Background: an optimization exercise with open tools, aiming at small area, a short achievable clock period and few clock cycles per item. Do not read the settings as production practice.
At most, simulation tests tie the RTL to the original design; equivalence was not proved.

==> flow/design.v <==
module fpadder (output logic [31:0] sum, output logic ready,
		 input logic [31:0] a, input logic clock, nreset);
logic s_a, s_b, s_c, s_v, s_n;
logic [31:0] R;           
logic [23:0] Q;           
logic        sub;         
logic        flip;        
logic [7:0]  eA, eB, dd;
logic        azero, bzero, swp, aspec, bspec, nan;
logic [23:0] mS, mSal;
always_comb begin
  eA = R[30:23];
  eB = a[30:23];
  azero = (R[30:0] == '0);
  bzero = (a[30:0] == '0);
  swp = (eA < eB) | azero;
  dd  = swp ? (eB - eA) : (eA - eB);
  aspec = (eA == 8'hff);
  bspec = (eB == 8'hff);
  nan = (aspec && (R[22:0] != '0)) || (bspec && (a[22:0] != '0))
        || (aspec && bspec && (R[31] ^ a[31]));
  mS = {1'b1, swp ? R[22:0] : a[22:0]};
  mSal = (azero || bzero || dd >= 8'd24) ? 24'd0 : (mS >> dd[4:0]);
end
function automatic logic [24:0] sk_add(input logic [23:0] x, y, input logic ci);
  logic [24:0] g, p;
  logic [23:0] h;
  h = x ^ y;
  g = {x & y, ci};
  p = {h, 1'b0};
  for (int l = 0; l < 5; l++)
    for (int i = 0; i < 25; i++)
      if (((i >> l) & 1) == 1) begin
        g[i] = g[i] | (p[i] & g[((i >> l) << l) - 1]);
        p[i] = p[i] & p[((i >> l) << l) - 1];
      end
  sk_add = {g[24], h ^ g[23:0]};
endfunction
logic [23:0] p, q;
logic [24:0] D;
logic        neg, far, cy, ovf;
always_comb begin
  p = {1'b1, R[22:0]} & {24{~s_v}};
  q = Q ^ {24{sub}};
  D = sk_add(p, q, sub);
  neg = sub & ~D[24] & s_c;             
  far = sub ? (D[24] | s_v) & D[23] : 1'b1;
  cy  = ~sub & D[24];                   
  ovf = cy & (R[30:23] == 8'hfe);
end
logic [4:0]  lz;
logic [23:0] N;
always_comb begin
  lz = 5'd0;
  for (int i = 0; i < 24; i++)
    if (Q[i]) lz = 5'(23 - i);
  N = Q << lz;
end
assign ready = s_n | ((s_c | s_v) & ~neg & far);
always_comb begin
  sum[31] = R[31] ^ (s_n ? flip : s_v);
  if (s_n)
    sum[30:0] = {R[30:23] - {3'd0, lz}, N[22:0]};
  else if (cy)
    sum[30:0] = {R[30:23] + 8'd1, D[23:1] & {23{~ovf}}};
  else
    sum[30:0] = {R[30:23], D[22:0]};
end
always_ff @(posedge clock, negedge nreset)
  if (~nreset) begin
    {s_a, s_b, s_c, s_v, s_n} <= '0;
  end else begin
    s_a <= ready;
    s_b <= s_a;
    s_c <= s_b & ~(aspec | bspec);
    s_v <= s_c & neg;
    s_n <= (s_b & (aspec | bspec)) | ((s_c | s_v) & ~neg & ~far)
         | ~(s_a | s_b | s_c | s_v | s_n);
  end
always_ff @(posedge clock) begin
  flip <= 1'b0;
  if (~(s_a | s_b | s_c | s_v | s_n)) begin
    R <= '0;
    Q <= '0;
  end else if (s_b) begin
    if (aspec | bspec) begin
      R[31:23] <= {nan | (aspec ? R[31] : a[31]), 8'hff};
      Q <= {1'b1, {23{nan}}};
    end else begin
      if (swp) R <= a;
      Q <= mSal;
    end
    sub  <= R[31] ^ a[31];
  end else begin
    Q <= D[23:0];
    flip <= s_v;
    if (s_c & sub & (D[23:0] == '0))
      R[31:23] <= '0;
    if (s_a | s_n)
      R <= a;
  end
end
endmodule
clock: 5.0 ns
lec_check: 0
abc_area: 1
cap_margin: 20
core_margin: 2
core_utilization: 40
slew_margin: 20
standard.sh (not shown) runs the stock make flow with config.mk's settings and CLKGATE_MAP_FILE= SYNTH_SCRIPT=/design/flow/synth_recipe.tcl, a recipe that flattens the netlist after the stock synthesis.
==> flow/flow/run.sh <==
#!/bin/bash
# Standard layout (standard synthesis unchanged), except that the ports are
# buffered with plain buffers instead of the resizer's default pick (a delay
# cell).
set -euo pipefail
export BUFFER_PORTS_ARGS="-buffer_cell sky130_fd_sc_hd__buf_2"
bash standard.sh synth > synth.log 2>&1
bash standard.sh > layout.log 2>&1
Then changed:
--- a/flow/design.v
+++ b/flow/design.v
@@ -59,11 +59,10 @@
 assign ready = s_n | ((s_c | s_v) & ~neg & far);
 always_comb begin
-  sum[31] = R[31] ^ (s_n ? flip : s_v);
   if (s_n)
-    sum[30:0] = {R[30:23] - {3'd0, lz}, N[22:0]};
+    sum = {R[31] ^ flip, R[30:23] - {3'd0, lz}, N[22:0]};
   else if (cy)
-    sum[30:0] = {R[30:23] + 8'd1, D[23:1] & {23{~ovf}}};
+    sum = {R[31], R[30:23] + 8'd1, D[23:1] & {23{~ovf}}};
   else
-    sum[30:0] = {R[30:23], D[22:0]};
+    sum = {R[31] ^ s_v, R[30:23], D[22:0]};
 end
 always_ff @(posedge clock, negedge nreset)
What happened: Clock skew goes down by 0.0038 ns; register-to-register slack degrades by 0.26 ns; worst setup slack gets better by 0.021 ns; final area fell by 2.3%; die area fell by 0.36%; worst hold slack loses 0.034 ns; count of clock-buffer cells in the layout went down by 1; sequential share of layout area came out higher by 0.32 points.
Testbench counts after the change, summed over its fixed seeds: cycles 106,173, ops 32,000.
Only the layout flow was run in the first run of this note; the RTL was not checked for function there.

-- port drivers added, routing unchanged --
No port has a modelled driver above. Below, the same layouts with a new extraction and two added sets of constraints. Step 1 (the two cells are an assumption about what drives the block):
set clk [get_ports {clock}]
set_driving_cell -lib_cell sky130_fd_sc_hd__clkbuf_16 $clk
set_driving_cell -lib_cell sky130_fd_sc_hd__buf_2 [delete_from_list [all_inputs] $clk]
Step 2 times the ports against the registers' clock, not the clock port: input delays grow and output delays shrink by t, the midpoint of the rising clock arrivals with the driver on. a / b / c = no drivers / after step 1 / after step 2; a / b = the first two.
run | t, ns | slack for setup (ns) | hold WS [ns] | worst register clock-pin slew, ns
the first run | 0.385 | 0.234 / 0.192 / 0.547 | 0.411 / 0.411 / 0.411 | 0.06 / 0.06
the second run | 0.385 | 0.256 / 0.209 / 0.278 | 0.377 / 0.377 / 0.377 | 0.06 / 0.06
After both steps setup and hold are still met in every run listed.
